From an optimization exercise on the open Yosys and OpenROAD flow, aimed at small area and a short achievable clock period; shortcuts taken in it are not production practice.
The RTL was checked by simulation tests, not by an equivalence proof against the original design.

==> flow/design.v <==
parameter
    SYNC  = 6'd0,
    IMM0  = 6'd1,
    PHA0  = 6'd2,
    PLA0  = 6'd3,
    ZPG0  = 6'd4,
    DATA  = 6'd5,
    ABS0  = 6'd6,
    ABS1  = 6'd7,
    BRA0  = 6'd8,
    JSR0  = 6'd9,
    JSR1  = 6'd10,
    JSR2  = 6'd11,
    RTS0  = 6'd12,
    RTS1  = 6'd13,
    RTS2  = 6'd14,
    JMP0  = 6'd15,
    JMP1  = 6'd16,
    IDX0  = 6'd17,
    IDX1  = 6'd18,
    IDX2  = 6'd19,
    BRK0  = 6'd20,
    BRK1  = 6'd21,
    BRK2  = 6'd22,
    BRK3  = 6'd23,
    RTI0  = 6'd24,
    IND0  = 6'd25,
    IND1  = 6'd26,
    ZPW0  = 6'd27,
    ABW0  = 6'd28,
    ABW1  = 6'd29,
    RMW0  = 6'd30,
    RMW1  = 6'd31,
    BRK4  = 6'd32,
    JMPW  = 6'd33,
    INDW  = 6'd34,
    ABSW  = 6'd35,
    ABWW  = 6'd36,
    JSRW  = 6'd37,
    JSRH  = 6'd38,
    JSRL  = 6'd39,
    JSR3  = 6'd40,
    JSR4  = 6'd41,
    RTSW  = 6'd42,
    IMMR  = 6'd43,
    ABSR  = 6'd44,
    ZPGR  = 6'd45,
    IDXR  = 6'd46,
    PHAR  = 6'd47,
    PHAS  = 6'd48,
    PLAR  = 6'd49;
parameter
    NOP   = 2'b00,
    LDA   = 2'b01,
    STA   = 2'b10,
    RMW   = 2'b11;
parameter
    DST__ = 2'b00,
    DST_X = 2'b01,
    DST_Y = 2'b10,
    DST_A = 2'b11;
parameter
    SRC__ = 2'b00,
    SRC_Z = 2'b00,
    SRC_X = 2'b01,
    SRC_Y = 2'b10,
    SRC_A = 2'b11;
parameter
    SEL_Z = 2'b00,
    SEL_X = 2'b01,
    SEL_Y = 2'b10,
    SEL_A = 2'b11;
parameter
    FLAG____ = 2'b00,
    FLAG_ADD = 2'b01,
    FLAG_CMP = 2'b10,
    FLAG_BIT = 2'b11;
parameter
    IZ = SEL_Z,
    IX = SEL_X,
    IY = SEL_Y;
parameter
    IDX___ = 2'b00,      
    IDX_X_ = 2'b01,      
    IDX__Y = 2'b10,      
    IDX_XY = 2'b11;      
parameter  
    ALU_____ = 9'b00_000_00_00,
    ALU_REG  = 9'b00_000_00_00,  
    ALU_INCA = 9'b00_000_00_01,  
    ALU_DECA = 9'b00_000_10_00,  
    ALU_LDA  = 9'b00_001_00_00,  
    ALU_INCM = 9'b00_001_00_01,  
    ALU_DECM = 9'b00_001_10_00,  
    ALU_ADC  = 9'b00_000_01_10,  
    ALU_CMP  = 9'b00_000_11_01,  
    ALU_SBC  = 9'b00_000_11_10,  
    ALU_ORA  = 9'b00_100_00_00,  
    ALU_AND  = 9'b00_101_00_00,  
    ALU_EOR  = 9'b00_110_00_00,  
    ALU_TSX  = 9'b00_111_00_00,  
    ALU_PLA  = 9'b01_000_00_00,  
    ALU_ASLA = 9'b10_000_00_00,  
    ALU_ROLA = 9'b10_000_00_11,  
    ALU_LSRA = 9'b11_000_00_00,  
    ALU_RORA = 9'b11_000_00_11,  
    ALU_ASLM = 9'b10_001_00_00,  
    ALU_ROLM = 9'b10_001_00_11,  
    ALU_LSRM = 9'b11_001_00_00,  
    ALU_RORM = 9'b11_001_00_11;  
parameter
    AB_ZPGX = 11'b00_1_00_100_11_0,   
    AB_ABSX = 11'b10_1_00_010_01_0,   
    AB_PUSH = 11'b01_0_00_000_00_0,   
    AB_PULL = 11'b01_0_00_000_00_1,   
    AB_HOLD = 11'b10_0_00_011_00_0,   
    AB_NEXT = 11'b10_0_00_011_00_1,   
    AB_INCR = 11'b10_1_00_011_00_1,   
    AB_OPER = 11'b00_0_01_001_00_0,   
    AB_FWRD = 11'b10_0_01_001_10_0,   
    AB_JMP1 = 11'b10_0_01_010_00_1,   
    AB_JMP0 = 11'b10_0_01_010_01_0,   
    AB_BACK = 11'b11_0_01_001_10_0,   
    AB_NMIV = 11'b01_0_10_000_00_0,   
    AB_IRQV = 11'b01_0_11_000_00_0;   
parameter
    WE___ = 2'b00,                   
    WE_1_ = 2'b01,                   
    WE_ST = 2'b10;                   
parameter
    DR___ = 1'b0,                    
    DR_DI = 1'b1;                    
parameter
    DO____ = 3'b000,
    DO_ALU = 3'b000,
    DO_PCL = 3'b001,
    DO_PCH = 3'b010,
    DO_PHP = 3'b011,
    DO_PC3 = 3'b100;
parameter
    S____  = 2'b00,
    S_INC  = 2'b01,
    S_DEC  = 2'b10;
parameter
    AB_16  = 2'b00,
    AB_24  = 2'b01,
    AB_32  = 2'b10,
    AB_48  = 2'b11;
parameter
    R_08  = 2'b00,
    R_16  = 2'b01,
    R_24  = 2'b10,
    R_32  = 2'b11;
module cpu( 
    input clk,                           
    input RST,                           
    output [23:0] AB,                    
    output sync,                         
    input [7:0] DI,                      
    output reg [7:0] DO,                 
    output WE,                           
    input IRQ,                           
    input NMI,                           
    input RDY,                           
    input debug );                       
 parameter
    SYNC  = 6'd0,
    IMM0  = 6'd1,
    PHA0  = 6'd2,
    PLA0  = 6'd3,
    ZPG0  = 6'd4,
    DATA  = 6'd5,
    ABS0  = 6'd6,
    ABS1  = 6'd7,
    BRA0  = 6'd8,
    JSR0  = 6'd9,
    JSR1  = 6'd10,
    JSR2  = 6'd11,
    RTS0  = 6'd12,
    RTS1  = 6'd13,
    RTS2  = 6'd14,
    JMP0  = 6'd15,
    JMP1  = 6'd16,
    IDX0  = 6'd17,
    IDX1  = 6'd18,
    IDX2  = 6'd19,
    BRK0  = 6'd20,
    BRK1  = 6'd21,
    BRK2  = 6'd22,
    BRK3  = 6'd23,
    RTI0  = 6'd24,
    IND0  = 6'd25,
    IND1  = 6'd26,
    ZPW0  = 6'd27,
    ABW0  = 6'd28,
    ABW1  = 6'd29,
    RMW0  = 6'd30,
    RMW1  = 6'd31,
    BRK4  = 6'd32,
    JMPW  = 6'd33,
    INDW  = 6'd34,
    ABSW  = 6'd35,
    ABWW  = 6'd36,
    JSRW  = 6'd37,
    JSRH  = 6'd38,
    JSRL  = 6'd39,
    JSR3  = 6'd40,
    JSR4  = 6'd41,
    RTSW  = 6'd42,
    IMMR  = 6'd43,
    ABSR  = 6'd44,
    ZPGR  = 6'd45,
    IDXR  = 6'd46,
    PHAR  = 6'd47,
    PHAS  = 6'd48,
    PLAR  = 6'd49;
parameter
    NOP   = 2'b00,
    LDA   = 2'b01,
    STA   = 2'b10,
    RMW   = 2'b11;
parameter
    DST__ = 2'b00,
    DST_X = 2'b01,
    DST_Y = 2'b10,
    DST_A = 2'b11;
parameter
    SRC__ = 2'b00,
    SRC_Z = 2'b00,
    SRC_X = 2'b01,
    SRC_Y = 2'b10,
    SRC_A = 2'b11;
parameter
    SEL_Z = 2'b00,
    SEL_X = 2'b01,
    SEL_Y = 2'b10,
    SEL_A = 2'b11;
parameter
    FLAG____ = 2'b00,
    FLAG_ADD = 2'b01,
    FLAG_CMP = 2'b10,
    FLAG_BIT = 2'b11;
parameter
    IZ = SEL_Z,
    IX = SEL_X,
    IY = SEL_Y;
parameter
    IDX___ = 2'b00,      
    IDX_X_ = 2'b01,      
    IDX__Y = 2'b10,      
    IDX_XY = 2'b11;      
parameter  
    ALU_____ = 9'b00_000_00_00,
    ALU_REG  = 9'b00_000_00_00,  
    ALU_INCA = 9'b00_000_00_01,  
    ALU_DECA = 9'b00_000_10_00,  
    ALU_LDA  = 9'b00_001_00_00,  
    ALU_INCM = 9'b00_001_00_01,  
    ALU_DECM = 9'b00_001_10_00,  
    ALU_ADC  = 9'b00_000_01_10,  
    ALU_CMP  = 9'b00_000_11_01,  
    ALU_SBC  = 9'b00_000_11_10,  
    ALU_ORA  = 9'b00_100_00_00,  
    ALU_AND  = 9'b00_101_00_00,  
    ALU_EOR  = 9'b00_110_00_00,  
    ALU_TSX  = 9'b00_111_00_00,  
    ALU_PLA  = 9'b01_000_00_00,  
    ALU_ASLA = 9'b10_000_00_00,  
    ALU_ROLA = 9'b10_000_00_11,  
    ALU_LSRA = 9'b11_000_00_00,  
    ALU_RORA = 9'b11_000_00_11,  
    ALU_ASLM = 9'b10_001_00_00,  
    ALU_ROLM = 9'b10_001_00_11,  
    ALU_LSRM = 9'b11_001_00_00,  
    ALU_RORM = 9'b11_001_00_11;  
parameter
    AB_ZPGX = 11'b00_1_00_100_11_0,   
    AB_ABSX = 11'b10_1_00_010_01_0,   
    AB_PUSH = 11'b01_0_00_000_00_0,   
    AB_PULL = 11'b01_0_00_000_00_1,   
    AB_HOLD = 11'b10_0_00_011_00_0,   
    AB_NEXT = 11'b10_0_00_011_00_1,   
    AB_INCR = 11'b10_1_00_011_00_1,   
    AB_OPER = 11'b00_0_01_001_00_0,   
    AB_FWRD = 11'b10_0_01_001_10_0,   
    AB_JMP1 = 11'b10_0_01_010_00_1,   
    AB_JMP0 = 11'b10_0_01_010_01_0,   
    AB_BACK = 11'b11_0_01_001_10_0,   
    AB_NMIV = 11'b01_0_10_000_00_0,   
    AB_IRQV = 11'b01_0_11_000_00_0;   
parameter
    WE___ = 2'b00,                   
    WE_1_ = 2'b01,                   
    WE_ST = 2'b10;                   
parameter
    DR___ = 1'b0,                    
    DR_DI = 1'b1;                    
parameter
    DO____ = 3'b000,
    DO_ALU = 3'b000,
    DO_PCL = 3'b001,
    DO_PCH = 3'b010,
    DO_PHP = 3'b011,
    DO_PC3 = 3'b100;
parameter
    S____  = 2'b00,
    S_INC  = 2'b01,
    S_DEC  = 2'b10;
parameter
    AB_16  = 2'b00,
    AB_24  = 2'b01,
    AB_32  = 2'b10,
    AB_48  = 2'b11;
parameter
    R_08  = 2'b00,
    R_16  = 2'b01,
    R_24  = 2'b10,
    R_32  = 2'b11;
function [24:0] dec;
    input [7:0] op;
    input p0;
    case( op )
         8'h6D: dec = { FLAG_ADD, LDA, SRC_A, DST_A, ALU_ADC , IZ, (p0) ? ABSW : ABS0 };  
         8'h7D: dec = { FLAG_ADD, LDA, SRC_A, DST_A, ALU_ADC , IX, (p0) ? ABSW : ABS0 };  
         8'h79: dec = { FLAG_ADD, LDA, SRC_A, DST_A, ALU_ADC , IY, (p0) ? ABSW : ABS0 };  
         8'h69: dec = { FLAG_ADD, LDA, SRC_A, DST_A, ALU_ADC , IZ, IMM0 };  
         8'h65: dec = { FLAG_ADD, LDA, SRC_A, DST_A, ALU_ADC , IZ, ZPG0 };  
         8'h72: dec = { FLAG_ADD, LDA, SRC_A, DST_A, ALU_ADC , IZ, IDX0 };  
         8'h61: dec = { FLAG_ADD, LDA, SRC_A, DST_A, ALU_ADC , IX, IDX0 };  
         8'h75: dec = { FLAG_ADD, LDA, SRC_A, DST_A, ALU_ADC , IX, ZPG0 };  
         8'h71: dec = { FLAG_ADD, LDA, SRC_A, DST_A, ALU_ADC , IY, IDX0 };  
         8'hED: dec = { FLAG_ADD, LDA, SRC_A, DST_A, ALU_SBC , IZ, (p0) ? ABSW : ABS0 };  
         8'hFD: dec = { FLAG_ADD, LDA, SRC_A, DST_A, ALU_SBC , IX, (p0) ? ABSW : ABS0 };  
         8'hF9: dec = { FLAG_ADD, LDA, SRC_A, DST_A, ALU_SBC , IY, (p0) ? ABSW : ABS0 };  
         8'hE9: dec = { FLAG_ADD, LDA, SRC_A, DST_A, ALU_SBC , IZ, IMM0 };  
         8'hE5: dec = { FLAG_ADD, LDA, SRC_A, DST_A, ALU_SBC , IZ, ZPG0 };  
         8'hF2: dec = { FLAG_ADD, LDA, SRC_A, DST_A, ALU_SBC , IZ, IDX0 };  
         8'hE1: dec = { FLAG_ADD, LDA, SRC_A, DST_A, ALU_SBC , IX, IDX0 };  
         8'hF5: dec = { FLAG_ADD, LDA, SRC_A, DST_A, ALU_SBC , IX, ZPG0 };  
         8'hF1: dec = { FLAG_ADD, LDA, SRC_A, DST_A, ALU_SBC , IY, IDX0 };  
         8'h2D: dec = { FLAG____, LDA, SRC_A, DST_A, ALU_AND , IZ, (p0) ? ABSW : ABS0 };  
         8'h3D: dec = { FLAG____, LDA, SRC_A, DST_A, ALU_AND , IX, (p0) ? ABSW : ABS0 };  
         8'h39: dec = { FLAG____, LDA, SRC_A, DST_A, ALU_AND , IY, (p0) ? ABSW : ABS0 };  
         8'h29: dec = { FLAG____, LDA, SRC_A, DST_A, ALU_AND , IZ, IMM0 };  
         8'h25: dec = { FLAG____, LDA, SRC_A, DST_A, ALU_AND , IZ, ZPG0 };  
         8'h32: dec = { FLAG____, LDA, SRC_A, DST_A, ALU_AND , IZ, IDX0 };  
         8'h21: dec = { FLAG____, LDA, SRC_A, DST_A, ALU_AND , IX, IDX0 };  
         8'h35: dec = { FLAG____, LDA, SRC_A, DST_A, ALU_AND , IX, ZPG0 };  
         8'h31: dec = { FLAG____, LDA, SRC_A, DST_A, ALU_AND , IY, IDX0 };  
         8'h0D: dec = { FLAG____, LDA, SRC_A, DST_A, ALU_ORA , IZ, (p0) ? ABSW : ABS0 };  
         8'h1D: dec = { FLAG____, LDA, SRC_A, DST_A, ALU_ORA , IX, (p0) ? ABSW : ABS0 };  
         8'h19: dec = { FLAG____, LDA, SRC_A, DST_A, ALU_ORA , IY, (p0) ? ABSW : ABS0 };  
         8'h09: dec = { FLAG____, LDA, SRC_A, DST_A, ALU_ORA , IZ, IMM0 };  
         8'h05: dec = { FLAG____, LDA, SRC_A, DST_A, ALU_ORA , IZ, ZPG0 };  
         8'h12: dec = { FLAG____, LDA, SRC_A, DST_A, ALU_ORA , IZ, IDX0 };  
         8'h01: dec = { FLAG____, LDA, SRC_A, DST_A, ALU_ORA , IX, IDX0 };  
         8'h15: dec = { FLAG____, LDA, SRC_A, DST_A, ALU_ORA , IX, ZPG0 };  
         8'h11: dec = { FLAG____, LDA, SRC_A, DST_A, ALU_ORA , IY, IDX0 };  
         8'hAD: dec = { FLAG____, LDA, SRC_A, DST_A, ALU_LDA , IZ, (p0) ? ABSW : ABS0 };  
         8'hBD: dec = { FLAG____, LDA, SRC_A, DST_A, ALU_LDA , IX, (p0) ? ABSW : ABS0 };  
         8'hB9: dec = { FLAG____, LDA, SRC_A, DST_A, ALU_LDA , IY, (p0) ? ABSW : ABS0 };  
         8'hA9: dec = { FLAG____, LDA, SRC_A, DST_A, ALU_LDA , IZ, IMM0 };  
         8'hA5: dec = { FLAG____, LDA, SRC_A, DST_A, ALU_LDA , IZ, ZPG0 };  
         8'hB2: dec = { FLAG____, LDA, SRC_A, DST_A, ALU_LDA , IZ, IDX0 };  
         8'hA1: dec = { FLAG____, LDA, SRC_A, DST_A, ALU_LDA , IX, IDX0 };  
         8'hB5: dec = { FLAG____, LDA, SRC_A, DST_A, ALU_LDA , IX, ZPG0 };  
         8'hB1: dec = { FLAG____, LDA, SRC_A, DST_A, ALU_LDA , IY, IDX0 };  
         8'hCD: dec = { FLAG_CMP, NOP, SRC_A, DST__, ALU_CMP , IZ, (p0) ? ABSW : ABS0 };  
         8'hDD: dec = { FLAG_CMP, NOP, SRC_A, DST__, ALU_CMP , IX, (p0) ? ABSW : ABS0 };  
         8'hD9: dec = { FLAG_CMP, NOP, SRC_A, DST__, ALU_CMP , IY, (p0) ? ABSW : ABS0 };  
         8'hC9: dec = { FLAG_CMP, NOP, SRC_A, DST__, ALU_CMP , IZ, IMM0 };  
         8'hC5: dec = { FLAG_CMP, NOP, SRC_A, DST__, ALU_CMP , IZ, ZPG0 };  
         8'hD2: dec = { FLAG_CMP, NOP, SRC_A, DST__, ALU_CMP , IZ, IDX0 };  
         8'hC1: dec = { FLAG_CMP, NOP, SRC_A, DST__, ALU_CMP , IX, IDX0 };  
         8'hD5: dec = { FLAG_CMP, NOP, SRC_A, DST__, ALU_CMP , IX, ZPG0 };  
         8'hD1: dec = { FLAG_CMP, NOP, SRC_A, DST__, ALU_CMP , IY, IDX0 };  
         8'h4D: dec = { FLAG____, LDA, SRC_A, DST_A, ALU_EOR , IZ, (p0) ? ABSW : ABS0 };  
         8'h5D: dec = { FLAG____, LDA, SRC_A, DST_A, ALU_EOR , IX, (p0) ? ABSW : ABS0 };  
         8'h59: dec = { FLAG____, LDA, SRC_A, DST_A, ALU_EOR , IY, (p0) ? ABSW : ABS0 };  
         8'h49: dec = { FLAG____, LDA, SRC_A, DST_A, ALU_EOR , IZ, IMM0 };  
         8'h45: dec = { FLAG____, LDA, SRC_A, DST_A, ALU_EOR , IZ, ZPG0 };  
         8'h52: dec = { FLAG____, LDA, SRC_A, DST_A, ALU_EOR , IZ, IDX0 };  
         8'h41: dec = { FLAG____, LDA, SRC_A, DST_A, ALU_EOR , IX, IDX0 };  
         8'h55: dec = { FLAG____, LDA, SRC_A, DST_A, ALU_EOR , IX, ZPG0 };  
         8'h51: dec = { FLAG____, LDA, SRC_A, DST_A, ALU_EOR , IY, IDX0 };  
         8'h8D: dec = { FLAG____, STA, SRC_A, DST__, ALU_REG , IZ, (p0) ? ABSW : ABS0 };  
         8'h9D: dec = { FLAG____, STA, SRC_A, DST__, ALU_REG , IX, (p0) ? ABSW : ABS0 };  
         8'h99: dec = { FLAG____, STA, SRC_A, DST__, ALU_REG , IY, (p0) ? ABSW : ABS0 };  
         8'h85: dec = { FLAG____, STA, SRC_A, DST__, ALU_REG , IZ, ZPG0 };  
         8'h92: dec = { FLAG____, STA, SRC_A, DST__, ALU_REG , IZ, IDX0 };  
         8'h81: dec = { FLAG____, STA, SRC_A, DST__, ALU_REG , IX, IDX0 };  
         8'h95: dec = { FLAG____, STA, SRC_A, DST__, ALU_REG , IX, ZPG0 };  
         8'h91: dec = { FLAG____, STA, SRC_A, DST__, ALU_REG , IY, IDX0 };  
         8'h0A: dec = { FLAG____, LDA, SRC_A, DST_A, ALU_ASLA, IZ, SYNC };  
         8'h4A: dec = { FLAG____, LDA, SRC_A, DST_A, ALU_LSRA, IZ, SYNC };  
         8'h2A: dec = { FLAG____, LDA, SRC_A, DST_A, ALU_ROLA, IZ, SYNC };  
         8'h6A: dec = { FLAG____, LDA, SRC_A, DST_A, ALU_RORA, IZ, SYNC };  
         8'h0E: dec = { FLAG____, RMW, SRC__, DST__, ALU_ASLM, IZ, (p0) ? ABWW : ABW0 };  
         8'h1E: dec = { FLAG____, RMW, SRC__, DST__, ALU_ASLM, IX, (p0) ? ABWW : ABW0 };  
         8'h06: dec = { FLAG____, RMW, SRC__, DST__, ALU_ASLM, IZ, ZPW0 };  
         8'h16: dec = { FLAG____, RMW, SRC__, DST__, ALU_ASLM, IX, ZPW0 };  
         8'h4E: dec = { FLAG____, RMW, SRC__, DST__, ALU_LSRM, IZ, (p0) ? ABWW : ABW0 };  
         8'h5E: dec = { FLAG____, RMW, SRC__, DST__, ALU_LSRM, IX, (p0) ? ABWW : ABW0 };  
         8'h46: dec = { FLAG____, RMW, SRC__, DST__, ALU_LSRM, IZ, ZPW0 };  
         8'h56: dec = { FLAG____, RMW, SRC__, DST__, ALU_LSRM, IX, ZPW0 };  
         8'h2E: dec = { FLAG____, RMW, SRC__, DST__, ALU_ROLM, IZ, (p0) ? ABWW : ABW0 };  
         8'h3E: dec = { FLAG____, RMW, SRC__, DST__, ALU_ROLM, IX, (p0) ? ABWW : ABW0 };  
         8'h26: dec = { FLAG____, RMW, SRC__, DST__, ALU_ROLM, IZ, ZPW0 };  
         8'h36: dec = { FLAG____, RMW, SRC__, DST__, ALU_ROLM, IX, ZPW0 };  
         8'h6E: dec = { FLAG____, RMW, SRC__, DST__, ALU_RORM, IZ, (p0) ? ABWW : ABW0 };  
         8'h7E: dec = { FLAG____, RMW, SRC__, DST__, ALU_RORM, IX, (p0) ? ABWW : ABW0 };  
         8'h66: dec = { FLAG____, RMW, SRC__, DST__, ALU_RORM, IZ, ZPW0 };  
         8'h76: dec = { FLAG____, RMW, SRC__, DST__, ALU_RORM, IX, ZPW0 };  
         8'h90: dec = { FLAG____, NOP, SRC__, DST__, ALU_____, IZ, BRA0 };  
         8'hB0: dec = { FLAG____, NOP, SRC__, DST__, ALU_____, IZ, BRA0 };  
         8'hF0: dec = { FLAG____, NOP, SRC__, DST__, ALU_____, IZ, BRA0 };  
         8'h30: dec = { FLAG____, NOP, SRC__, DST__, ALU_____, IZ, BRA0 };  
         8'hD0: dec = { FLAG____, NOP, SRC__, DST__, ALU_____, IZ, BRA0 };  
         8'h10: dec = { FLAG____, NOP, SRC__, DST__, ALU_____, IZ, BRA0 };  
         8'h80: dec = { FLAG____, NOP, SRC__, DST__, ALU_____, IZ, BRA0 };  
         8'h50: dec = { FLAG____, NOP, SRC__, DST__, ALU_____, IZ, BRA0 };  
         8'h70: dec = { FLAG____, NOP, SRC__, DST__, ALU_____, IZ, BRA0 };  
         8'h2C: dec = { FLAG_BIT, NOP, SRC_A, DST__, ALU_AND , IZ, (p0) ? ABSW : ABS0 };  
         8'h3C: dec = { FLAG_BIT, NOP, SRC_A, DST__, ALU_AND , IX, (p0) ? ABSW : ABS0 };  
         8'h89: dec = { FLAG_BIT, NOP, SRC_A, DST__, ALU_AND , IZ, IMM0 };  
         8'h24: dec = { FLAG_BIT, NOP, SRC_A, DST__, ALU_AND , IZ, ZPG0 };  
         8'h34: dec = { FLAG_BIT, NOP, SRC_A, DST__, ALU_AND , IX, ZPG0 };  
         8'h18: dec = { FLAG____, NOP, SRC__, DST__, ALU_____, IZ, SYNC };  
         8'hD8: dec = { FLAG____, NOP, SRC__, DST__, ALU_____, IZ, SYNC };  
         8'h58: dec = { FLAG____, NOP, SRC__, DST__, ALU_____, IZ, SYNC };  
         8'hB8: dec = { FLAG____, NOP, SRC__, DST__, ALU_____, IZ, SYNC };  
         8'h38: dec = { FLAG____, NOP, SRC__, DST__, ALU_____, IZ, SYNC };  
         8'hF8: dec = { FLAG____, NOP, SRC__, DST__, ALU_____, IZ, SYNC };  
         8'h78: dec = { FLAG____, NOP, SRC__, DST__, ALU_____, IZ, SYNC };  
         8'hEA: dec = { FLAG____, NOP, SRC__, DST__, ALU_____, IZ, SYNC };  
         8'hEC: dec = { FLAG_CMP, NOP, SRC_X, DST__, ALU_CMP , IZ, (p0) ? ABSW : ABS0 };  
         8'hE0: dec = { FLAG_CMP, NOP, SRC_X, DST__, ALU_CMP , IZ, IMM0 };  
         8'hE4: dec = { FLAG_CMP, NOP, SRC_X, DST__, ALU_CMP , IZ, ZPG0 };  
         8'hCC: dec = { FLAG_CMP, NOP, SRC_Y, DST__, ALU_CMP , IZ, (p0) ? ABSW : ABS0 };  
         8'hC0: dec = { FLAG_CMP, NOP, SRC_Y, DST__, ALU_CMP , IZ, IMM0 };  
         8'hC4: dec = { FLAG_CMP, NOP, SRC_Y, DST__, ALU_CMP , IZ, ZPG0 };  
         8'hCE: dec = { FLAG____, RMW, SRC__, DST__, ALU_DECM, IZ, (p0) ? ABWW : ABW0 };  
         8'hDE: dec = { FLAG____, RMW, SRC__, DST__, ALU_DECM, IX, (p0) ? ABWW : ABW0 };  
         8'hC6: dec = { FLAG____, RMW, SRC__, DST__, ALU_DECM, IZ, ZPW0 };  
         8'hD6: dec = { FLAG____, RMW, SRC__, DST__, ALU_DECM, IX, ZPW0 };  
         8'hEE: dec = { FLAG____, RMW, SRC__, DST__, ALU_INCM, IZ, (p0) ? ABWW : ABW0 };  
         8'hFE: dec = { FLAG____, RMW, SRC__, DST__, ALU_INCM, IX, (p0) ? ABWW : ABW0 };  
         8'hE6: dec = { FLAG____, RMW, SRC__, DST__, ALU_INCM, IZ, ZPW0 };  
         8'hF6: dec = { FLAG____, RMW, SRC__, DST__, ALU_INCM, IX, ZPW0 };  
         8'h3A: dec = { FLAG____, LDA, SRC_A, DST_A, ALU_DECA, IZ, SYNC };  
         8'hCA: dec = { FLAG____, LDA, SRC_X, DST_X, ALU_DECA, IZ, SYNC };  
         8'h88: dec = { FLAG____, LDA, SRC_Y, DST_Y, ALU_DECA, IZ, SYNC };  
         8'h1A: dec = { FLAG____, LDA, SRC_A, DST_A, ALU_INCA, IZ, SYNC };  
         8'hE8: dec = { FLAG____, LDA, SRC_X, DST_X, ALU_INCA, IZ, SYNC };  
         8'hC8: dec = { FLAG____, LDA, SRC_Y, DST_Y, ALU_INCA, IZ, SYNC };  
         8'hAA: dec = { FLAG____, LDA, SRC_A, DST_X, ALU_REG , IZ, SYNC };  
         8'hA8: dec = { FLAG____, LDA, SRC_A, DST_Y, ALU_REG , IZ, SYNC };  
         8'hBA: dec = { FLAG____, LDA, SRC__, DST_X, ALU_TSX , IZ, SYNC };  
         8'h8A: dec = { FLAG____, LDA, SRC_X, DST_A, ALU_REG , IZ, SYNC };  
         8'h9A: dec = { FLAG____, NOP, SRC_X, DST__, ALU_REG , IZ, SYNC };  
         8'h98: dec = { FLAG____, LDA, SRC_Y, DST_A, ALU_REG , IZ, SYNC };  
         8'h00: dec = { FLAG____, NOP, SRC__, DST__, ALU_____, IZ, BRK0 };  
         8'h4C: dec = { FLAG____, NOP, SRC__, DST__, ALU_____, IZ, (p0) ? JMPW : JMP0 };  
         8'h6C: dec = { FLAG____, NOP, SRC__, DST__, ALU_____, IZ, (p0) ? INDW : IND0 };  
         8'h7C: dec = { FLAG____, NOP, SRC__, DST__, ALU_____, IX, (p0) ? INDW : IND0 };  
         8'h20: dec = { FLAG____, NOP, SRC__, DST__, ALU_____, IZ, (p0) ? JSRW : JSR0 };  
         8'h40: dec = { FLAG____, NOP, SRC__, DST__, ALU_____, IZ, RTI0 };  
         8'h60: dec = { FLAG____, NOP, SRC__, DST__, ALU_____, IZ, RTS0 };  
         8'hAE: dec = { FLAG____, LDA, SRC__, DST_X, ALU_LDA , IZ, (p0) ? ABSW : ABS0 };  
         8'hBE: dec = { FLAG____, LDA, SRC__, DST_X, ALU_LDA , IY, (p0) ? ABSW : ABS0 };  
         8'hA2: dec = { FLAG____, LDA, SRC__, DST_X, ALU_LDA , IZ, IMM0 };  
         8'hA6: dec = { FLAG____, LDA, SRC__, DST_X, ALU_LDA , IZ, ZPG0 };  
         8'hB6: dec = { FLAG____, LDA, SRC__, DST_X, ALU_LDA , IY, ZPG0 };  
         8'hAC: dec = { FLAG____, LDA, SRC__, DST_Y, ALU_LDA , IZ, (p0) ? ABSW : ABS0 };  
         8'hBC: dec = { FLAG____, LDA, SRC__, DST_Y, ALU_LDA , IX, (p0) ? ABSW : ABS0 };  
         8'hA0: dec = { FLAG____, LDA, SRC__, DST_Y, ALU_LDA , IZ, IMM0 };  
         8'hA4: dec = { FLAG____, LDA, SRC__, DST_Y, ALU_LDA , IZ, ZPG0 };  
         8'hB4: dec = { FLAG____, LDA, SRC__, DST_Y, ALU_LDA , IX, ZPG0 };  
         8'h48: dec = { FLAG____, NOP, SRC_A, DST__, ALU_REG , IZ, PHA0 };  
         8'hDA: dec = { FLAG____, NOP, SRC_X, DST__, ALU_REG , IZ, PHA0 };  
         8'h5A: dec = { FLAG____, NOP, SRC_Y, DST__, ALU_REG , IZ, PHA0 };  
         8'h68: dec = { FLAG____, LDA, SRC__, DST_A, ALU_PLA , IZ, PLA0 };  
         8'hFA: dec = { FLAG____, LDA, SRC__, DST_X, ALU_PLA , IZ, PLA0 };  
         8'h7A: dec = { FLAG____, LDA, SRC__, DST_Y, ALU_PLA , IZ, PLA0 };  
         8'h08: dec = { FLAG____, NOP, SRC__, DST__, ALU_REG , IZ, PHA0 };  
         8'h28: dec = { FLAG____, NOP, SRC__, DST__, ALU_____, IZ, PLA0 };  
         8'h8E: dec = { FLAG____, STA, SRC_X, DST__, ALU_REG , IZ, (p0) ? ABSW : ABS0 };  
         8'h86: dec = { FLAG____, STA, SRC_X, DST__, ALU_REG , IZ, ZPG0 };  
         8'h96: dec = { FLAG____, STA, SRC_X, DST__, ALU_REG , IY, ZPG0 };  
         8'h8C: dec = { FLAG____, STA, SRC_Y, DST__, ALU_REG , IZ, (p0) ? ABSW : ABS0 };  
         8'h84: dec = { FLAG____, STA, SRC_Y, DST__, ALU_REG , IZ, ZPG0 };  
         8'h94: dec = { FLAG____, STA, SRC_Y, DST__, ALU_REG , IX, ZPG0 };  
         8'h9C: dec = { FLAG____, STA, SRC_Z, DST__, ALU_REG , IZ, (p0) ? ABSW : ABS0 };  
         8'h9E: dec = { FLAG____, STA, SRC_Z, DST__, ALU_REG , IX, (p0) ? ABSW : ABS0 };  
         8'h64: dec = { FLAG____, STA, SRC_Z, DST__, ALU_REG , IZ, ZPG0 };  
         8'h74: dec = { FLAG____, STA, SRC_Z, DST__, ALU_REG , IX, ZPG0 };  
         8'h0F: dec = { FLAG____, NOP, SRC__, DST__, ALU_____, IZ, SYNC };  
         8'h1F: dec = { FLAG____, NOP, SRC__, DST__, ALU_____, IZ, SYNC };  
         8'h4F: dec = { FLAG____, NOP, SRC__, DST__, ALU_____, IZ, SYNC };  
         8'h8F: dec = { FLAG____, NOP, SRC__, DST__, ALU_____, IZ, SYNC };  
         8'h5F: dec = { FLAG____, NOP, SRC__, DST__, ALU_____, IZ, SYNC };  
         8'h9F: dec = { FLAG____, NOP, SRC__, DST__, ALU_____, IZ, SYNC };  
         8'h1C: dec = { 21'b00_00_00_00_00_000000000_00, (p0) ? ABSW : ABS0 };  
         8'h14: dec = { 21'b00_00_00_00_00_000000000_00, ZPG0 };  
         8'h0C: dec = { 21'b00_00_00_00_00_000000000_00, (p0) ? ABSW : ABS0 };  
         8'h04: dec = { 21'b00_00_00_00_00_000000000_00, ZPG0 };  
       default: dec = { 19'b0, IZ, SYNC };
    endcase
endfunction
function [20:0] busop;
    input [5:0] st;
    input r;                             
    input c;                             
    input d7;                            
    case( st )
        ABSW:                    busop = { S____, IDX___, DO____, DR_DI, WE___, AB_OPER };
        ABS0:                    busop = { S____, IDX___, DO____, DR_DI, WE___, AB_OPER };
        ABS1:                    busop = { S____, IDX_XY, DO_ALU, DR___, WE_ST, AB_ABSX };
        ABSR:                    busop = { S____, IDX_XY, DO_ALU, DR_DI, WE_ST, AB_INCR };
        ABWW:                    busop = { S____, IDX___, DO____, DR_DI, WE___, AB_OPER };
        ABW0:                    busop = { S____, IDX___, DO____, DR_DI, WE___, AB_OPER };
        ABW1:                    busop = { S____, IDX_XY, DO____, DR___, WE___, AB_ABSX };
        BRA0: if( c & d7 ) busop = { S____, IDX___, DO____, DR___, WE___, AB_BACK };
             else if( c )    busop = { S____, IDX___, DO____, DR___, WE___, AB_FWRD };
             else               busop = { S____, IDX___, DO____, DR___, WE___, AB_OPER };
        BRK0:                    busop = { S_DEC, IDX___, DO_PCH, DR___, WE_1_, AB_PUSH };
        BRK1:                    busop = { S_DEC, IDX___, DO_PCL, DR___, WE_1_, AB_PUSH };
        BRK2:                    busop = { S_DEC, IDX___, DO_PHP, DR___, WE_1_, AB_IRQV };
        BRK3:                    busop = { S____, IDX___, DO____, DR_DI, WE___, AB_OPER };
        BRK4:                    busop = { S____, IDX___, DO____, DR___, WE___, AB_OPER };
        DATA:                    busop = { S____, IDX___, DO____, DR_DI, WE___, AB_OPER };
        IDX0:                    busop = { S____, IDX_X_, DO____, DR_DI, WE___, AB_ZPGX };
        IDX1:                    busop = { S____, IDX___, DO____, DR_DI, WE___, AB_NEXT };
        IDX2:                    busop = { S____, IDX__Y, DO_ALU, DR___, WE_ST, AB_ABSX };
        IDXR:                    busop = { S____, IDX__Y, DO_ALU, DR_DI, WE_ST, AB_INCR };
        IMM0:                    busop = { S____, IDX___, DO____, DR_DI, WE___, AB_OPER };
        IMMR:                    busop = { S____, IDX___, DO____, DR_DI, WE___, AB_OPER };
        INDW:                    busop = { S____, IDX___, DO____, DR_DI, WE___, AB_OPER };
        IND0:                    busop = { S____, IDX___, DO____, DR_DI, WE___, AB_OPER };
        IND1:                    busop = { S____, IDX_X_, DO____, DR___, WE___, AB_JMP0 };
        JMPW:                    busop = { S____, IDX___, DO____, DR_DI, WE___, AB_OPER };
        JMP0:                    busop = { S____, IDX___, DO____, DR_DI, WE___, AB_OPER };
        JMP1:                    busop = { S____, IDX___, DO____, DR___, WE___, AB_JMP0 };
        JSRW:                    busop = { S_DEC, IDX___, DO_PC3, DR_DI, WE_1_, AB_PUSH };
        JSRH:                    busop = { S_DEC, IDX___, DO_PCH, DR___, WE_1_, AB_PUSH };
        JSR3:                    busop = { S____, IDX___, DO____, DR___, WE___, AB_OPER };
        JSR4:                    busop = { S____, IDX___, DO____, DR___, WE___, AB_OPER };
        JSRL:                    busop = { S_DEC, IDX___, DO_PCL, DR_DI, WE_1_, AB_PUSH };
        JSR0:                    busop = { S_DEC, IDX___, DO_PCH, DR_DI, WE_1_, AB_PUSH };
        JSR1:                    busop = { S_DEC, IDX___, DO_PCL, DR___, WE_1_, AB_PUSH };
        JSR2:                    busop = { S____, IDX___, DO____, DR___, WE___, AB_OPER };
        PHA0:                    busop = { S_DEC, IDX___, DO_PHP, DR___, WE_1_, AB_PUSH };
        PHAR:                    busop = { S_DEC, IDX___, DO_PHP, DR___, WE_1_, AB_PUSH };
        PHAS:                    busop = { S____, IDX___, DO____, DR___, WE___, AB_OPER };
        PLA0:                    busop = { S_INC, IDX___, DO____, DR_DI, WE___, AB_PULL };
        PLAR:                    busop = { S_INC, IDX___, DO____, DR_DI, WE___, AB_PULL };
        RMW0:                    busop = { S____, IDX___, DO____, DR_DI, WE___, AB_OPER };
        RMW1:                    busop = { S____, IDX___, DO_ALU, DR___, WE_1_, AB_HOLD };
        RTI0:                    busop = { S_INC, IDX___, DO____, DR___, WE___, AB_PULL };
        RTS0:                    busop = { S_INC, IDX___, DO____, DR___, WE___, AB_PULL };
        RTS1:                    busop = { S_INC, IDX___, DO____, DR_DI, WE___, AB_PULL };
        RTSW:                    busop = { S_INC, IDX___, DO____, DR_DI, WE___, AB_PULL };
        RTS2: if( r )          busop = { S____, IDX___, DO____, DR___, WE___, AB_JMP0 };
             else               busop = { S____, IDX___, DO____, DR___, WE___, AB_JMP1 };
        SYNC:                    busop = { S____, IDX___, DO____, DR___, WE___, AB_OPER };
        ZPG0:                    busop = { S____, IDX_XY, DO_ALU, DR___, WE_ST, AB_ZPGX };
        ZPGR:                    busop = { S____, IDX_XY, DO_ALU, DR_DI, WE_ST, AB_INCR };
        ZPW0:                    busop = { S____, IDX_XY, DO____, DR___, WE___, AB_ZPGX };
       default:                 busop = { S____, IDX___, DO____, DR___, WE___, AB_OPER };           
    endcase
endfunction
function [8:0] padd8;                    
    input [7:0] a;
    input [7:0] b;
    input c;
    reg [8:0] G, P, Gn, Pn;
    integer i, l;
    begin
        G = { a & b, c };
        P = { a ^ b, 1'b0 };
        for( l = 1; l < 9; l = l * 2 ) begin
            Gn = G;
            Pn = P;
            for( i = l; i < 9; i = i + 1 ) begin
                Gn[i] = G[i] | (P[i] & G[i - l]);
                Pn[i] = P[i] & P[i - l];
            end
            G = Gn;
            P = Pn;
        end
        padd8 = { G[8], (a ^ b) ^ G[7:0] };
    end
endfunction
function [23:0] allones;                 
    input [23:0] x;
    reg [23:0] P, Pn;
    integer i, l;
    begin
        P = { x[22:0], 1'b1 };
        for( l = 1; l < 24; l = l * 2 ) begin
            Pn = P;
            for( i = l; i < 24; i = i + 1 )
                Pn[i] = P[i] & P[i - l];
            P = Pn;
        end
        allones = P;
    end
endfunction
reg [23:0] PC;                           
reg [23:0] ab_hold;                      
reg [7:0] D4;                            
reg [7:0] D3;                            
reg [7:0] DR;                            
wire [7:0] IR;                           
reg [7:0] OP;                            
reg [2:0] PREFIX;                        
reg ABWDTH;                              
reg [1:0] RWDTH;                         
reg [1:0] RBYTES;                        
reg N, V, D, I, Z, C;                    
wire [7:0] P = { N, V, 1'b1, 1'b1, D, I, Z, C };
reg [23:0] XR, YR, AR;                   
reg [15:0] S;                            
reg [5:0] state;
reg [5:0] next_state;
assign sync = (state == SYNC);
reg [8:0] DIHOLD;
always @(posedge clk)
    case( state )
        PLA0: DIHOLD <= {1'b1, DI[7:0]};
        PHA0: DIHOLD <= {1'b1, DI[7:0]};
        RMW1: DIHOLD <= {1'b1, DI[7:0]};
     default: DIHOLD <= {1'b0, DI[7:0]};
    endcase
assign IR = DIHOLD[8] ? DIHOLD[7:0] : DI[7:0];
wire [7:0] OP_next = sync ? IR : OP;
always @(posedge clk)
    OP <= OP_next;
wire [24:0] op_dec = dec( OP, PREFIX[0] );      
wire [18:0] control = op_dec[24:6];
wire [1:0] ins_type = control[18:17];
wire adc_sbc = (ins_type == FLAG_ADD);
wire cmp     = (ins_type == FLAG_CMP);
wire bit_isn = (ins_type == FLAG_BIT);
wire store = control[16];
wire load = control[15];
wire [1:0] reg_dst = control[12:11];
wire [8:0] alu_op = control[10:2];
wire shift = alu_op[8];
wire clc = (OP == 8'h18);
wire sec = (OP == 8'h38);
wire cld = (OP == 8'hD8);
wire sed = (OP == 8'hF8);
wire cli = (OP == 8'h58);
wire sei = (OP == 8'h78);
wire rti = (OP == 8'h40);
wire clv = (OP == 8'hB8);
wire php = (OP == 8'h08) || (OP == 8'h00);
wire plp = (OP == 8'h28);
wire txs = (OP == 8'h9A);
wire variation = (OP == 8'h0F);
reg cond;
always @*
    casez( OP[7:4] )
        4'b000?: cond = ~N;
        4'b001?: cond =  N;
        4'b010?: cond = ~V;
        4'b011?: cond =  V;
        4'b1000: cond =  1;
        4'b1001: cond = ~C;
        4'b101?: cond =  C;
        4'b110?: cond = ~Z;
        4'b111?: cond =  Z;
    endcase
wire [20:0] bus_op = busop( state, rti, cond, DI[7] );
wire [10:0] ab_op = bus_op[10:0];
wire [1:0] we_op = bus_op[12:11];
wire dr_di = bus_op[13];
wire [2:0] do_op = bus_op[16:14];
wire pull = bus_op[19];
wire push = bus_op[20];
wire [24:0] ir_dec = dec( IR, PREFIX[0] );
wire [5:0] init_state = ir_dec[5:0];
always @* begin
    next_state = state;
    if( RST )
        next_state = BRK4;
    else case( state )
        SYNC:  next_state = init_state;
        ABSW:  next_state = ABS0;
        ABS0:  next_state = ABS1;
        ABS1:  if (RBYTES == 0) next_state = DATA;
               else next_state = ABSR;
        ABSR:  if (RBYTES == 0) next_state = DATA;
        ABWW:  next_state = ABWW;
        ABW0:  next_state = ABW1;
        ABW1:  next_state = RMW0;
        BRA0:  next_state = SYNC;
        BRK0:  next_state = BRK1;
        BRK1:  next_state = BRK2;
        BRK2:  next_state = BRK3;
        BRK3:  next_state = JMP0;
        BRK4:  next_state = BRK3;
        DATA:  next_state = SYNC;
        IDX0:  next_state = IDX1;
        IDX1:  next_state = IDX2;
        IDX2:  if (RBYTES == 0) next_state = DATA;
               else next_state = IDXR;
        IDXR:  if (RBYTES == 0) next_state = DATA;
        IMM0:  if (RBYTES == 0) next_state = SYNC;
               else next_state = IMMR;
        IMMR:  if (RBYTES == 0) next_state = SYNC;
        INDW:  next_state = IND0;
        IND0:  next_state = IND1;
        IND1:  next_state = (ABWDTH == 1'b0) ? JMP0 : JMPW;
        JMPW:  next_state = JMP0;
        JMP0:  next_state = JMP1;
        JMP1:  next_state = SYNC;
        JSRW:  next_state = JSRH;
        JSRH:  next_state = JSR3;
        JSR3:  next_state = JSRL;
        JSRL:  next_state = JSR4;
        JSR4:  next_state = JMP1;
        JSR0:  next_state = JSR1;
        JSR1:  next_state = JSR2;
        JSR2:  next_state = JMP1;
        PHA0:  if (RBYTES == 0) next_state = SYNC;
               else next_state = PHAR;
        PHAR:  if (RBYTES == 0) next_state = PHAS;
        PHAS:  next_state = SYNC;
        PLA0:  if (RBYTES == 0) next_state = SYNC;
               else next_state = PLAR;
        PLAR:  if (RBYTES == 0) next_state = SYNC;
        RMW0:  next_state = RMW1;
        RMW1:  next_state = SYNC;
        RTI0:  next_state = RTS0;
        RTS0:  next_state = (ABWDTH == 1'b0) ? RTS1 : RTSW;
        RTSW:  next_state = RTS1;
        RTS1:  next_state = RTS2;
        RTS2:  next_state = SYNC;
        ZPG0:  if (RBYTES == 0) next_state = DATA;
               else next_state = ZPGR;
        ZPGR:  if (RBYTES == 0) next_state = DATA;
        ZPW0:  next_state = RMW0;
        default:  next_state = SYNC;
    endcase
end
reg count;
always @*
    case( state )
        ABS1, ABSR, IDX2, IDXR, IMM0, IMMR, PHA0, PHAR, PLA0, PLAR, ZPG0, ZPGR:
            count = 1'b1;
        default:
            count = 1'b0;
    endcase
always @(posedge clk)
    state <= next_state;
always @(posedge clk)
    if( RST ) begin
        ABWDTH <= 1'b1;
        RWDTH <= R_08;
        RBYTES <= R_08;
        PREFIX <= { R_08, 1'b1 };
    end
    else begin
        if( sync ) begin
            ABWDTH <= PREFIX[0];
            RWDTH <= PREFIX[2:1];
            RBYTES <= PREFIX[2:1];
            if (IR[3:0] == 4'hF)
                PREFIX <= { IR[7:6], IR[4] };
            else if (IR == 8'h40) begin
                ABWDTH <= 1'b1;
                RWDTH <= R_08;
                PREFIX <= { R_08, 1'b1 };
            end
            else
                PREFIX <= { R_08, 1'b0 };
        end
        if( count && RBYTES != 0 )
            RBYTES <= RBYTES - 1'b1;
    end
wire [24:0] nop_dec = dec( OP_next, PREFIX[0] );
wire [20:0] nbus_op = busop( next_state, OP_next == 8'h40, 1'b0, 1'b0 );
wire nABWDTH = RST ? 1'b1 : (sync ? ((IR == 8'h40) ? 1'b1 : PREFIX[0]) : ABWDTH);
wire [1:0] nidx = nop_dec[7:6] & nbus_op[18:17];
reg bs_S, bs_PC, bs_D24, bs_D16, bs_H;   
reg [1:0] ab_x;                          
reg [1:0] ab_h;                          
reg ab_ci;
reg ab_bra;                              
reg ix_X, ix_Y;                          
reg src_X, src_Y, src_A;                 
always @(posedge clk) begin
    bs_S   <= ~nbus_op[5] & (nbus_op[4:3] == 2'b00);
    bs_PC  <= ~nbus_op[5] & (nbus_op[4:3] == 2'b01);
    bs_D24 <= ~nbus_op[5] & (nbus_op[4:3] == 2'b10) & nABWDTH;
    bs_D16 <= ~nbus_op[5] & (nbus_op[4:3] == 2'b10) & ~nABWDTH;
    bs_H   <= ~nbus_op[5] & (nbus_op[4:3] == 2'b11);
    ab_x   <= nbus_op[2:1];
    ab_h   <= nbus_op[10:9];
    ab_ci  <= nbus_op[0];
    ab_bra <= (next_state == BRA0);
    ix_X   <= (nidx == SEL_X);
    ix_Y   <= (nidx == SEL_Y);
    src_X  <= (nop_dec[20:19] == SEL_X);
    src_Y  <= (nop_dec[20:19] == SEL_Y);
    src_A  <= (nop_dec[20:19] == SEL_A);
end
wire [23:0] R = ({24{src_X}} & XR) | ({24{src_Y}} & YR) | ({24{src_A}} & AR);
wire [8:0] XY = ({9{ix_X}} & XR[8:0]) | ({9{ix_Y}} & YR[8:0]);
reg [23:0] R_IN;
reg [23:0] MEM;
reg [23:0] alu_ai;
reg [23:0] alu_bi;
reg alu_ci;
reg alu_si;
reg [23:0] alu_out;
reg alu_C, alu_N, alu_V;
wire alu_Z = (alu_out == 24'h000000);
always @* begin
    case( RWDTH )
        R_08: R_IN = { 16'h0000, R[7:0] };
        R_16: R_IN = { 8'h00, R[15:0] };
        default: R_IN = R;
    endcase
    case( RWDTH )
        R_24: MEM = { DR, D3, D4 };
        R_16: MEM = { 8'h00, DR, D3 };
        default: MEM = { 8'h00, 8'h00, DR };
    endcase
    casez( alu_op[6:4] )
        3'b0?0: alu_ai = R_IN;
        3'b0?1: alu_ai = MEM;
        3'b100: alu_ai = R_IN | MEM;
        3'b101: alu_ai = R_IN & MEM;
        3'b110: alu_ai = R_IN ^ MEM;
        3'b111: alu_ai = { 8'h00, S };
    endcase
    case( alu_op[3:2] )
        2'b00: alu_bi = 24'h000000;
        2'b01: alu_bi = MEM;
        2'b10: alu_bi = 24'hffffff;
        2'b11: alu_bi = ~MEM;
    endcase
    case( alu_op[1:0] )
        2'b01: alu_ci = 1'b1;
        2'b10: alu_ci = C;
        default: alu_ci = 1'b0;
    endcase
    {alu_C, alu_out} = alu_ai + alu_bi + alu_ci;
    alu_si = C & alu_op[0];
    if( alu_op[8] )
        if( alu_op[7] )
            {alu_out, alu_C} = {alu_si, alu_out};
        else
            {alu_C, alu_out} = {alu_out, alu_si};
    else if( alu_op[7] )
        alu_out = { 16'h0000, DI };
    alu_N = (RWDTH == R_24) ? alu_out[23] : (RWDTH == R_16) ? alu_out[15] : alu_out[7];
    alu_V = (RWDTH == R_24) ? (alu_ai[23] ^ alu_bi[23] ^ alu_C ^ alu_N) :
            (RWDTH == R_16) ? (alu_ai[15] ^ alu_bi[15] ^ alu_C ^ alu_N) :
                              (alu_ai[7]  ^ alu_bi[7]  ^ alu_C ^ alu_N);
end
wire reg_we = load & ~store & sync;
always @(posedge clk)
    if( reg_we && reg_dst == SEL_X )
        XR <= alu_out;
always @(posedge clk)
    if( reg_we && reg_dst == SEL_Y )
        YR <= alu_out;
always @(posedge clk)
    if( reg_we && reg_dst == SEL_A )
        AR <= alu_out;
    else if( variation )                 
        AR <= {16'h6502, R_16, AB_24, 4'h0};
always @(posedge clk)
    if( txs )       S <= R[15:0];
    else if( push ) S <= S - 1'b1;
    else if( pull ) S <= S + 1'b1;
wire [23:0] base = ({24{bs_S}} & { 8'h00, S })
                 | ({24{bs_PC}} & PC)
                 | ({24{bs_D24}} & { DI, DR, D3 })
                 | ({24{bs_D16}} & { 8'h00, DI, DR })
                 | ({24{bs_H}} & ab_hold);
wire [1:0] x_op = ab_bra ? { cond, 1'b0 } : ab_x;
wire [1:0] h_op = ab_bra ? { cond, cond & DI[7] } : ab_h;
wire [7:0] abl_a = (x_op == 2'b11) ? XY[7:0] : base[7:0];
wire [7:0] abl_b = ((x_op == 2'b01) ? XY[7:0] : 8'h00) | (x_op[1] ? DI : 8'h00);
wire [8:0] abl_sum = padd8( abl_a, abl_b, ab_ci );
wire abl_co = abl_sum[8] ^ (x_op[0] & XY[8]);
wire [15:0] abh_base = base[23:8];
wire abh_down = (h_op == 2'b11);
wire [23:0] abh_run = allones( { 8'h00, abh_base ^ {16{abh_down}} } );
wire abh_flip = h_op[0] ^ (h_op[1] & abl_co);
wire [15:0] abh = abh_base ^ ({16{abh_flip}} & abh_run[15:0]);
assign AB = { abh, abl_sum[7:0] };
always @(posedge clk)
    if( ab_op[8] )
        ab_hold <= AB;
always @(posedge clk)
    if( RST )
        PC <= 24'hfffffa;
    else case( ab_op[7:6] )
        2'b01: PC <= AB + 1'b1;
        2'b10: PC <= 24'hfffff7;
        2'b11: PC <= 24'hfffffd;
      default:;
    endcase
assign WE = we_op[0] | (we_op[1] & store);
always @(posedge clk)
    if( dr_di ) begin
        D4 <= D3;
        D3 <= DR;
        DR <= DI;
    end
function [7:0] bytesel;
    input [23:0] x;
    input [1:0] w;
    input [1:0] n;
    if( w == R_08 ) bytesel = x[7:0];
    else if( w == R_16 ) bytesel = (n == 2'd1) ? x[7:0] : x[15:8];
    else bytesel = (n == 2'd2) ? x[7:0] : (n == 2'd1) ? x[15:8] : x[23:16];
endfunction
reg [8:0] rmw_in;
always @*
    case( RWDTH )
        R_16: rmw_in = { DR[0], D3 };
        R_24: rmw_in = { D3[0], D4 };
        default: rmw_in = { 1'b0, DR };
    endcase
wire rmw_si = C & alu_op[0];
wire [7:0] rmw_sum = rmw_in[7:0] + ((alu_op[3:2] == 2'b10) ? 8'hff : 8'h00) + (alu_op[1:0] == 2'b01);
reg [7:0] rmw_lo;                        
reg [7:0] rmw_hi;                        
always @* begin
    if( alu_op[8] ) begin
        rmw_lo = alu_op[7] ? rmw_in[8:1] : { rmw_in[6:0], rmw_si };
        rmw_hi = alu_op[7] ? { rmw_si, 7'h00 } : 8'h00;
    end
    else begin
        rmw_lo = rmw_sum;
        rmw_hi = ((alu_op[3:2] == 2'b10) && (alu_op[1:0] != 2'b01) && (DR == 8'h00)) ? 8'hff : 8'h00;
    end
end
wire [7:0] do_reg = bytesel( R, RWDTH, RBYTES );
wire [7:0] do_rmw = (RWDTH == R_32) ? rmw_hi : rmw_lo;
always @*
    case( do_op )
        DO_PCL: DO = PC[7:0];
        DO_PCH: DO = PC[15:8];
        DO_PC3: DO = PC[23:16];
        DO_PHP: DO = php ? P : do_reg;
        default: DO = (state == RMW1) ? do_rmw : do_reg;
    endcase
always @(posedge clk)
    case( state )
        RTS0: if( rti )                         N <= DI[7];
        SYNC: if( plp )                         N <= DI[7];
              else if( bit_isn )                N <= DI[7];
              else if( load | cmp )             N <= alu_N;
     default:;
    endcase
always @(posedge clk)
    case( state )
        RTS0: if( rti )                         V <= DI[6];
        SYNC: if( plp )                         V <= DI[6];
              else if( clv )                    V <= 0;
              else if( bit_isn )                V <= DI[6];
              else if( adc_sbc )                V <= alu_V;
     default:;
    endcase
always @(posedge clk)
    case( state )
        RTS0: if( rti )                         D <= DI[3];
        SYNC: if( plp )                         D <= DI[3];
              else if( cld )                    D <= 0;
              else if( sed )                    D <= 1;
     default:;
    endcase
always @(posedge clk)
    case( state )
        BRK4:                                   I <= 1;
        RTS0: if( rti )                         I <= DI[2];
        SYNC: if( plp )                         I <= DI[2]; 
              else if( cli )                    I <= 0;
              else if( sei )                    I <= 1;
     default:;
    endcase
always @(posedge clk)
    case( state )
        RTS0: if( rti )                         Z <= DI[1];
        SYNC: if( plp )                         Z <= DI[1]; 
              else if( load | cmp | bit_isn )   Z <= alu_Z;
     default:;
    endcase
always @(posedge clk)
    case( state )
        RTS0: if( rti )                         C <= DI[0];
        SYNC: if( plp )                         C <= DI[0];
              else if( clc )                    C <= 0;
              else if( sec )                    C <= 1;
              else if( cmp | shift | adc_sbc )  C <= alu_C;
     default:;
    endcase
endmodule
==> flow/run.sh <==
#!/bin/bash
# synth_recipe.tcl (not shown) runs the flow's synth.tcl, then flattens the netlist and writes it again
# the make line also repeats each setting of config.mk as NAME=value (left out here)
make -C /OpenROAD-flow-scripts/flow DESIGN_CONFIG=/design/flow/config.mk WORK_HOME=/design/flow/orfs CLKGATE_MAP_FILE= SYNTH_SCRIPT=/design/flow/synth_recipe.tcl finish
==> flow/config.mk <==
export PLATFORM = sky130hd
export DESIGN_NAME = cpu
export DESIGN_NICKNAME = cpu
export VERILOG_FILES = /design/flow/design.v
export SDC_FILE = /design/flow/constraint.sdc
export NUM_CORES = 4
export LEC_CHECK = 0
export CAP_MARGIN = 20
export CORE_MARGIN = 2
export CORE_UTILIZATION = 65
export PLACE_DENSITY = 0.75
export SETUP_SLACK_MARGIN = 4
export SLEW_MARGIN = 20
==> flow/constraint.sdc <==
create_clock -name core_clock -period 11.0 [get_ports {clk}]
set_input_delay 2.2000 -clock core_clock [delete_from_list [all_inputs] [get_ports {clk}]]
set_output_delay 2.2000 -clock core_clock [all_outputs]
set_load 0.01 [all_outputs]
==> flow_metrics.py <==
metrics = {
    "status": {
        "status": "finished clean",
    },
    "worst_setup_path": {
        "buffers_inverters_on_critical_path": 3,
        "crit_fanout": 6,
        "worst_setup_path_start_kind": "input port",
        "crit_path_cell_trace": "buf_12 > nand2_4 > o21ai_2 > ha_1 > a211oi_2 > o31a_1 > a21oi_2 > o211ai_1 > a211oi_4 > nor4_4 > buf_6 > nand2_8 > a21oi_4 > xnor2_2 > buf_2",
        "setup.worst_path.class": "in2out",
        "required_time_at_the_endpoint_of_the_critical_path_ns": 8.80,
        "regToRegStartpoint": "OP[7]$_DFF_P_",
        "cp-end-kind": "output pin",
        "slowest_delay_ns": 0.42,
        "crit_slowest_cell": "sky130_fd_sc_hd__o211ai_1",
        "largest_delay_contributor_family_on_the_critical_path": "compound AO/OA/AOI/OAI gates",
        "crit_path_start": "DI[0]",
        "worstPathArrival_ns": 5.12,
    },
    "die": {
        "dieWidth_um": 179,
        "top_level_ports": 48,
        "design.die.area_um2": 32000,
        "initial_core_util_pct": 65.5,
        "dieHeight_um": 179,
        "placement_rows": 64,
        "core_area_um2": 30300,
    },
    "clock_network": {
        "cts_max_level": 1,
        "hold_buffers": 0,
        "cts_tree": "done",
        "clockRootBuffer": "sky130_fd_sc_hd__clkbuf_16",
        "insertion_delay_ns": 0.55,
        "clk_pin_slew_worst_paths_ns": 0.07,
        "max-clock-path-buffers": 3,
        "cts_num_sinks": 213,
        "cts_made_buffers": 25,
    },
    "flow_run": {
        "maxCapViolCount": 0,
    },
    "synth": {
        "post-synth-top-count-cell": "sky130_fd_sc_hd__nor2_1",
        "synth-seq-cells": 213,
        "synthesis.yosys.warnings": 1,
        "yosys.area.top_type": "sky130_fd_sc_hd__edfxtp_1",
        "synth_top_area_share_pct": 21.5,
        "synth_seq_area_share_pct": 28.6,
        "syn-mean-instance-area_um2": 7.98,
        "synth-edff-count": 142,
        "syn-instance-count": 2490,
        "cell_types_with_the_largest_area_share_after_synthesis": "sky130_fd_sc_hd__edfxtp_1, sky130_fd_sc_hd__dfxtp_1, sky130_fd_sc_hd__ha_1, sky130_fd_sc_hd__nor2_1, sky130_fd_sc_hd__nand2_1",
        "synth_cell_types": 98,
        "synth.top_cells.by_count": "sky130_fd_sc_hd__nor2_1, sky130_fd_sc_hd__nand2_1, sky130_fd_sc_hd__a21oi_1",
        "syn-cell-area_um2": 19900,
        "synth_nets": 2619,
        "synth_flop_cell": "sky130_fd_sc_hd__edfxtp_1",
        "ys_async_sr_fraction_pct": 0,
    },
    "detailed_routing": {
        "routed_wire_length_per_instance_um": 26.4,
        "wirelength_um": 78000,
        "drt_first_pass_iters": 10,
        "remaining_drc_errors": 0,
        "antenna_left": 0,
        "vias_per_cell": 7.55,
        "num_vias": 22340,
        "first_iter_violations": 4289,
    },
    "timing": {
        "unrepaired_setup_endpoints_after_global_routing": "true",
        "max-slew-margin-rel_pct": 19.0,
        "period_share_pct": 66.6,
        "timing.final.setup_violations": 0,
        "clock_skew_ns": 0.0233,
        "timing.final.hold_violations": 0,
        "worst_pin_slew_ns": 1.21,
        "timing.final.max_slew_violations": 0,
        "period_minus_ws_final_ns": 7.32,
        "f_max_mhz": 137,
        "finalSetupTns_ns": 0,
    },
    "global_routing": {
        "grt_pass1_vias": 19824,
        "grt_first_pass_wirelength_um": 113000,
        "antenna_found_initial": 1,
        "track_usage_pct": 45.6,
        "pin_count_of_the_biggest_net_entering_global_routing": 53,
        "globalRouteOverflowTotal": 0,
    },
    "finish": {
        "postLayoutCoreUtil_pct": 75.3,
        "final.fill_count": 2137,
        "drive_above_1_share_pct": 14.8,
        "nets": 2671,
        "area.growth.synth_to_final_pct": 15.0,
    },
    "placement": {
        "half_perimeter_wire_length_of_the_detailed_placement_result_um": 52300,
        "io_buffer_count": 43,
        "routabilityCongestion": 1.03,
    },
    "hold_path": {
        "min-delay-path-class": "reg2reg",
        "worstHoldStart": "OP[1]$_DFF_P_",
    },
}
==> layout make-up <==
class	count	area (µm²)	share of cell area, %
clock buffer	37	732	3.20
multi-input combinational	1991	13700	60.2
antenna	1	2.50	0.0110
timing repair buffer	188	1620	7.08
inverter	123	464	2.03
tap	396	495	2.17
sequential	213	5710	25.0
clock inverter	9	83.8	0.367
==> worst register-to-register path, delay by kind of cell, from the launching register on <==
kind | cells | cell delay, ns
flops | 1 | 0.54
buf+inv | 3 | 0.80
fa+ha+maj | 1 | 0.42
xor+xnor | 1 | 0.18
compound gates | 9 | 2.79
simple gates | 8 | 1.81
==> per-layer routing <==
| metal | global-route usage, % | part of all wire (%) | vias to the layer above |
|---|---|---|---|
| met5 | 0 | 0 | - |
| met1 | 57.8 | 35 | 10387 |
| li1 | - | - | 9532 |
| met4 | 28.5 | 8.8 | 0 |
| met3 | 9.39 | 13 | 509 |
| met2 | 71.1 | 43 | 1912 |
==> per-stage QoR <==
step                      worst slack, ns  std cells  instance area [µm²]  hold WS, ns
after global routing                 3.63       2957                22800        0.535
after CTS                            3.86       2919                22200        0.510
after detailed placement             2.20       2818                20600        0.504
after global placement               2.31       2818                20600        0.489
after floorplan                      4.01       2490                19900        0.469
final                                3.68       2958                22900        0.514
==> cells in the final DEF, fill, tap and decap left out, types with 22 or more instances in the layout <==
| cell | count |
|---|---|
| sky130_fd_sc_hd__mux2i_1 | 26 |
| sky130_fd_sc_hd__o22ai_1 | 37 |
| sky130_fd_sc_hd__nand3_1 | 58 |
| sky130_fd_sc_hd__or3_1 | 23 |
| sky130_fd_sc_hd__edfxtp_1 | 142 |
| sky130_fd_sc_hd__nor2_1 | 261 |
| sky130_fd_sc_hd__o21ai_0 | 136 |
| sky130_fd_sc_hd__dfxtp_1 | 64 |
| sky130_fd_sc_hd__ha_1 | 104 |
| sky130_fd_sc_hd__clkbuf_16 | 28 |
| sky130_fd_sc_hd__a21o_1 | 22 |
| sky130_fd_sc_hd__a222oi_1 | 45 |
| sky130_fd_sc_hd__buf_4 | 124 |
| sky130_fd_sc_hd__nand2b_1 | 29 |
| sky130_fd_sc_hd__inv_1 | 115 |
| sky130_fd_sc_hd__a21oi_1 | 144 |
| sky130_fd_sc_hd__a221oi_1 | 29 |
| sky130_fd_sc_hd__xor2_1 | 22 |
| sky130_fd_sc_hd__a22oi_1 | 68 |
| sky130_fd_sc_hd__and2_1 | 23 |
| sky130_fd_sc_hd__nand2_1 | 251 |
| sky130_fd_sc_hd__and3_1 | 24 |
| sky130_fd_sc_hd__a32oi_1 | 25 |
| sky130_fd_sc_hd__nor3_1 | 50 |
| sky130_fd_sc_hd__a211oi_1 | 26 |
| sky130_fd_sc_hd__nor2b_1 | 27 |
| sky130_fd_sc_hd__xnor2_1 | 67 |
| sky130_fd_sc_hd__a31oi_1 | 37 |
==> cell families (layout without fill, tap and decap cells) <==
family | Yosys count | after routing | share of synthesized area, %
XOR/XNOR | 102 | 102 | 4.50
multiplexers | 41 | 41 | 2.39
AO/OA/AOI/OAI | 813 | 813 | 28.8
adder cells (fa/ha/maj) | 115 | 115 | 7.47
buffers and inverters | 287 | 357 | 5.60
flip-flops | 213 | 213 | 28.6
AND/OR/NAND/NOR | 919 | 920 | 22.7
other | 0 | 1 | 0
==> path summary, 6_finish.rpt <==
| path | end | slack [ns] | cells after the start |
|---|---|---|---|
| hold / removal | OP[1]$_DFF_P_ | 0.51 | 2 |
| hold reg to reg | OP[1]$_DFF_P_ | 0.51 | 2 |
| setup / recovery | AB[23] | 3.68 | 15 |
| setup reg to reg | V$_DFFE_PP_ | 4.24 | 22 |
==> timing repair <==
item / CTS / global route
setup endpoints to repair: 43 / 31
buffers inserted: 54 / 35
cloned: 1 / 2
gates resized for setup: 201 / 88
pin swaps: 33 / 32
==> registers in the layout (all words and copies together) (netlist names), 2 cells and up <==
name and flops:
AR 24, D3 8, D4 8, DIHOLD 9
DR 8, OP 8, PC 24, PREFIX 3
RBYTES 2, RWDTH 2, S 16, XR 24
YR 24, ab_h 2, ab_hold 24, ab_x 2
state 6

## static timing again, ports no longer ideal
In the flow no input, the clock included, has a driving cell. The finished layout below was timed again as built, in two steps. Step 1 (the two cells are an assumption about what drives the block):
set clk [get_ports {clk}]
set_driving_cell -lib_cell sky130_fd_sc_hd__clkbuf_16 $clk
set_driving_cell -lib_cell sky130_fd_sc_hd__buf_2 [delete_from_list [all_inputs] $clk]
Step 2 also shifts input and output timing later by t, the mid clock arrival at the registers, as if the neighbouring blocks saw the same clock. Slacks: ideal / step 1 / step 2; pairs: ideal / step 1.
t (ns): 0.597
slack for setup (ns): 3.676 / 3.629 / 3.629
hold WS [ns]: 0.514 / 0.514 / 0.514
worst setup path at the end: input to output
After both steps this run still meets setup and hold. For this run, drivers alone change the setup slack by -0.047 ns; drivers and shift together by -0.047 ns.
